From an optimization exercise on the open Yosys and OpenROAD flow, aimed at small area; shortcuts taken in it are not production practice. RTL that was checked went through simulation tests only; none was proved equivalent to the original. Power and IR drop assume default switching activity.

P:
==> module lottery, before the edit <==
module lottery(
	input clk,
	input [4:0] W1, W2, W3, W4, N_in,
	input reset, scan,
	output SYSRDY, winner, not_a_win, RD_ERR,
	output [2:0] Eur100,
	output [3:0] Eur010, Eur001
);
	assign RD_ERR = err;
	assign SYSRDY = (W1 != 0) && (W2 != 0) && (W3 != 0) && (W4 != 0) &&
	                (W1 != W2) && (W1 != W3) && (W1 != W4) &&
	                (W2 != W3) && (W2 != W4) && (W3 != W4);
	reg [4:0] b1, b2, b3;    
	reg [2:0] line;          
	reg [1:0] n;             
	reg [1:0] h;             
	reg err, f;              
	reg [2:0] sh;            
	reg [3:0] st;            
	reg [2:0] sq;            
	reg sr;                  
	wire rd   = scan && SYSRDY && (N_in != 0);
	wire dup1 = (N_in == b1);
	wire dup2 = (N_in == b2);
	wire dup3 = (N_in == b3);
	wire dup  = (n[1] | n[0]) & dup1 | n[1] & dup2 | n[1] & n[0] & dup3;
	wire take = rd && (line != 0) && !dup;             
	wire hit  = (N_in == W1) || (N_in == W2) || (N_in == W3) || (N_in == W4);
	wire [2:0] hn = (n == 0) ? {2'b0, hit} : {1'b0, h} + {2'b0, hit};
	wire add  = take && (n == 3) && !f;                
	wire p1   = add && (hn == 1);                      
	wire p5   = add && (hn >= 2);                      
	wire p20  = add && (hn >= 3);                      
	wire p100 = add && hn[2];                          
	wire       qw = p1 & sq[2];                        
	wire [2:0] qn = p1 ? {sq[1] & sq[0], sq[1] ^ sq[0], ~sq[0] & ~sq[2]} : sq;
	wire       rt = p5 | qw;                           
	wire       uc = sr & rt;                           
	wire [2:0] k  = st[3:1];
	wire       ke = uc & st[0];                        
	wire       k1 = p20 ^ ke;                          
	wire       k2 = p20 & ke;                          
	wire [2:0] kp1 = {k[1] & k[0], k[1] ^ k[0], ~k[0] & ~k[2]};
	wire [2:0] kp2 = {k[1] & ~k[0], ~k[1] & ~k[2], (k[0] & ~k[1]) | k[2]};
	wire [2:0] kn = k2 ? kp2 : k1 ? kp1 : k;
	wire       tc = k2 ? (k[2] | (k[1] & k[0])) : k1 & k[2];
	wire [3:0] tn = {kn, st[0] ^ uc};
	wire [2:0] hs = sh + p100 + tc;
	always @(posedge clk or negedge reset) begin
		if (!reset) begin
			line <= 0;
			n <= 0;
			err <= 0;
			f <= 0;
		end
		else if (scan && SYSRDY) begin
			if (N_in == 0)
				err <= 1;
			else if (line == 0) begin
				if (N_in > 6)
					err <= 1;
				else begin
					line <= N_in[2:0];
					err <= 0;
				end
			end
			else if (dup)
				err <= 1;
			else begin
				n <= n + 1;
				if (n != 0)
					err <= 0;
				if (n == 3) begin
					line <= line - 1;
					if (line == 1)
						f <= 1;
				end
			end
		end
	end
	always @(posedge clk) begin
		if (take) begin
			b1 <= N_in;
			b2 <= b1;
			b3 <= b2;
			h <= (n == 0) ? {1'b0, hit} : {h[1] | (h[0] & hit), h[0] ^ hit};
		end
	end
	wire clr = rd && (line == 0) && !f;
	reg [2:0] shi, sqi;
	reg [3:0] sti;
	reg sri;
	always @(*) begin
		sh = ~shi;
		st = ~sti;
		sq = ~sqi;
		sr = ~sri;
	end
	always @(posedge clk) begin
		if (clr) begin
			shi <= 3'b111;
			sti <= 4'b1111;
			sqi <= 3'b111;
			sri <= 1'b1;
		end
		else begin
			shi <= ~hs;
			sti <= ~tn;
			sqi <= ~qn;
			sri <= ~(sr ^ rt);
		end
	end
	wire [3:0] su = sr ? {sq[2] | (sq[1] & sq[0]), ~sq[2] & ~(sq[1] & sq[0]), sq[0] ^ sq[1], ~sq[0]} : {1'b0, sq};
	wire nz = (sh != 0) || (st != 0) || (sq != 0) || sr;
	assign winner    = f & nz;
	assign not_a_win = f & !nz;
	assign Eur100 = f ? sh : 3'd0;
	assign Eur010 = f ? st : 4'd0;
	assign Eur001 = f ? su : 4'd0;
endmodule
export LEC_CHECK = 0
export CAP_MARGIN = 0
export CORE_MARGIN = 2
export CORE_UTILIZATION = 40
export GPL_TIMING_DRIVEN = 0
export PLACE_DENSITY = 0.6
export SLEW_MARGIN = 0
create_clock -name core_clock -period 15.0 [get_ports {clk}]
standard.sh (not shown) runs the stock make flow with config.mk's settings and CLKGATE_MAP_FILE= SYNTH_SCRIPT=/design/flow/synth_recipe.tcl, a recipe that flattens the netlist after the stock synthesis.
==> flow/flow/run.sh <==
#!/bin/bash
# The standard synthesis, its combinational logic mapped again for area by ABC
# (flip-flops untouched), then the standard layout with the smallest buffer on
# every input and output port and a small clock tree.
# ABC runs with sixteen seeds; the four smallest netlists are each taken through
# placement, clock tree and global routing in a trial folder (the repairs there
# can add buffers), and the one with the smallest cell area is laid out.
# Each tool's output goes to a log file here or in the trial folders.
set -euo pipefail
R=orfs/results/$FLOW_PLATFORM/lottery/base
export LIB=$FLOW_HOME/platforms/$FLOW_PLATFORM/lib/sky130_fd_sc_hd__tt_025C_1v80.lib
CTS="-sink_clustering_enable -repair_clock_nets -dont_use_dummy_load -buf_list sky130_fd_sc_hd__clkbuf_4 -sink_clustering_size 35 -sink_clustering_max_diameter 500"
BUFS="-buffer_cell sky130_fd_sc_hd__buf_1"

bash standard.sh synth > make_synth.log 2>&1
cp $R/1_2_yosys.v standard_synth.v
python3 flow/mkmodels.py $LIB models.v > mkmodels.log 2>&1
export ABC_DONT_USE="$(for c in $(sed -n '/^export DONT_USE_CELLS/,/^$/p' $FLOW_HOME/platforms/$FLOW_PLATFORM/config.mk | grep -o 'sky130_fd_sc_hd__[a-z0-9_]*'); do printf -- '-dont_use %s ' $c; done)"
for batch in "1 2 3 4" "5 6 7 8" "9 10 11 12" "13 14 15 16"; do
  for s in $batch; do
    printf 'strash\n&get -n\n&deepsyn -T 20 -S %s\n&put\ndch -f\namap\ntopo\n' $s > resynth_$s.abc
    ABC_SCRIPT=resynth_$s.abc NETLIST_IN=standard_synth.v NETLIST_OUT=resynth_$s.v yosys -c flow/resynth.tcl > yosys_resynth_$s.log 2>&1 &
  done
  wait || true
done
for s in $(seq 1 16); do
  a=$(grep -o "Chip area for module '.lottery': [0-9.]*" yosys_resynth_$s.log | awk '{print $NF}' || true)
  [[ -n "$a" && -s resynth_$s.v ]] && echo "$a $s"
done | sort -n -k1,1 -u | head -4 > resynth_top.txt

# trial layouts up to global routing, in folders of their own
for s in $(awk '{print $2}' resynth_top.txt); do
  (
    T=$PWD/trial_$s
    mkdir -p $T
    sed -e "s#WORK_HOME=[^ ]*#WORK_HOME=$T/orfs#" -e '/^if \[\[/,$d' standard.sh > $T/trial.sh
    TR=$T/orfs/results/$FLOW_PLATFORM/lottery/base
    bash $T/trial.sh synth > $T/make_synth.log 2>&1
    cp resynth_$s.v $TR/1_2_yosys.v
    rm -f $TR/1_synth.odb $TR/1_synth.sdc
    bash $T/trial.sh BUFFER_PORTS_ARGS="$BUFS" CTS_ARGS="$CTS" grt > $T/make_grt.log 2>&1
    printf 'read_db %s\nreport_design_area\n' $TR/5_1_grt.odb > $T/area.tcl
    openroad -no_init -exit $T/area.tcl > $T/area.log 2>&1
  ) &
done
wait || true
best=$(for s in $(awk '{print $2}' resynth_top.txt); do
  a=$(grep -o "Design area [0-9.]*" trial_$s/area.log | awk '{print $3}' || true)
  [[ -n "$a" ]] && echo "$a $s"
done | sort -n | head -1 | awk '{print $2}')
[[ -n "$best" ]] || best=$(head -1 resynth_top.txt | awk '{print $2}')
{ echo "kept ABC run $best"; cat resynth_top.txt; grep -H "Design area" trial_*/area.log || true; } > resynth_choice.log

cp resynth_$best.v $R/1_2_yosys.v
rm -f $R/1_synth.odb $R/1_synth.sdc
bash standard.sh BUFFER_PORTS_ARGS="$BUFS" CTS_ARGS="$CTS" finish > make_finish.log 2>&1
Other scripts of this flow, unchanged in this note and not shown: flow/flow/mkmodels.py, flow/flow/resynth.tcl
## Diff of input files: Q against P
-- flow/design.v --
<<< P, line 72
					err <= 0;
				if (n == 3) begin
					line <= line - 1;
					if (line == 1)
						f <= 1;
				end
>>> Q, line 72
					err <= 0;
				if (n == 3) begin
					line <= {line[2] & (line[1] | line[0]), line[1] ~^ line[0], ~line[0]};
					if (!line[2] && !line[1])
						f <= 1;
				end
Findings:
Q reached the end of the flow, and the finished layout is clean on the timing, DRC and antenna checks.
Between P and Q, gate count of the mapped netlist is lower for P, Q comes in above that.
[compare] base=P new=Q: design area ~0 delta, setup slack -130 ps, maximum fanout count along the critical path +12, global routing met2 resource utilization +6.6 points.
In the metrics for P and Q, the one carrying the lower global routing met3 resource utilization is P.
Looking at P and Q, the relative area change from synthesis to final layout is a wash.
Changes observed in Q relative to P: data required time at the worst endpoint went up; internal portion of total power went down.
Going from P to Q, upper clock frequency limit shrinks by 1.6%.
Against P, total power in Q came out worse.
Q and P ended up with roughly the same source-to-sink clock delay at the later pin of the worst-skew pair.
On total die area, P and Q are basically level.
Function not checked in Q: the RTL went through the layout flow alone.

## static timing again, ports no longer ideal
Ports are ideal in the flow. The routed layouts listed here were re-timed in OpenROAD.
Step 1 (the two cells are an assumption about what drives the block):
set clk [get_ports {clk}]
set_driving_cell -lib_cell sky130_fd_sc_hd__clkbuf_16 $clk
set_driving_cell -lib_cell sky130_fd_sc_hd__buf_2 [delete_from_list [all_inputs] $clk]
Step 2 moves the port delays by t, midway between the first and last clock arrival at a register: inputs arrive t later, outputs are due t later. That takes back most of the time a late clock gives input paths.
Slacks: ideal / step 1 / step 2; pairs: ideal / step 1.
| run | t (ns) | slack for setup (ns) | hold slack, ns | worst setup path at the end | clock arrival spread, ns |
|---|---|---|---|---|---|
| P | 0.345 | 6.830 / 6.805 / 6.589 | 0.483 / 0.483 / 0.483 | input to register | 0.034 / 0.034 |
| Q | 0.353 | 6.698 / 6.699 / 6.346 | 0.481 / 0.481 / 0.481 | input to register | 0.026 / 0.026 |
After both steps setup and hold are still met in every run listed. The setup slack of Q, which loses most, moves by +0.001 ns with the drivers and by -0.352 ns with both steps.
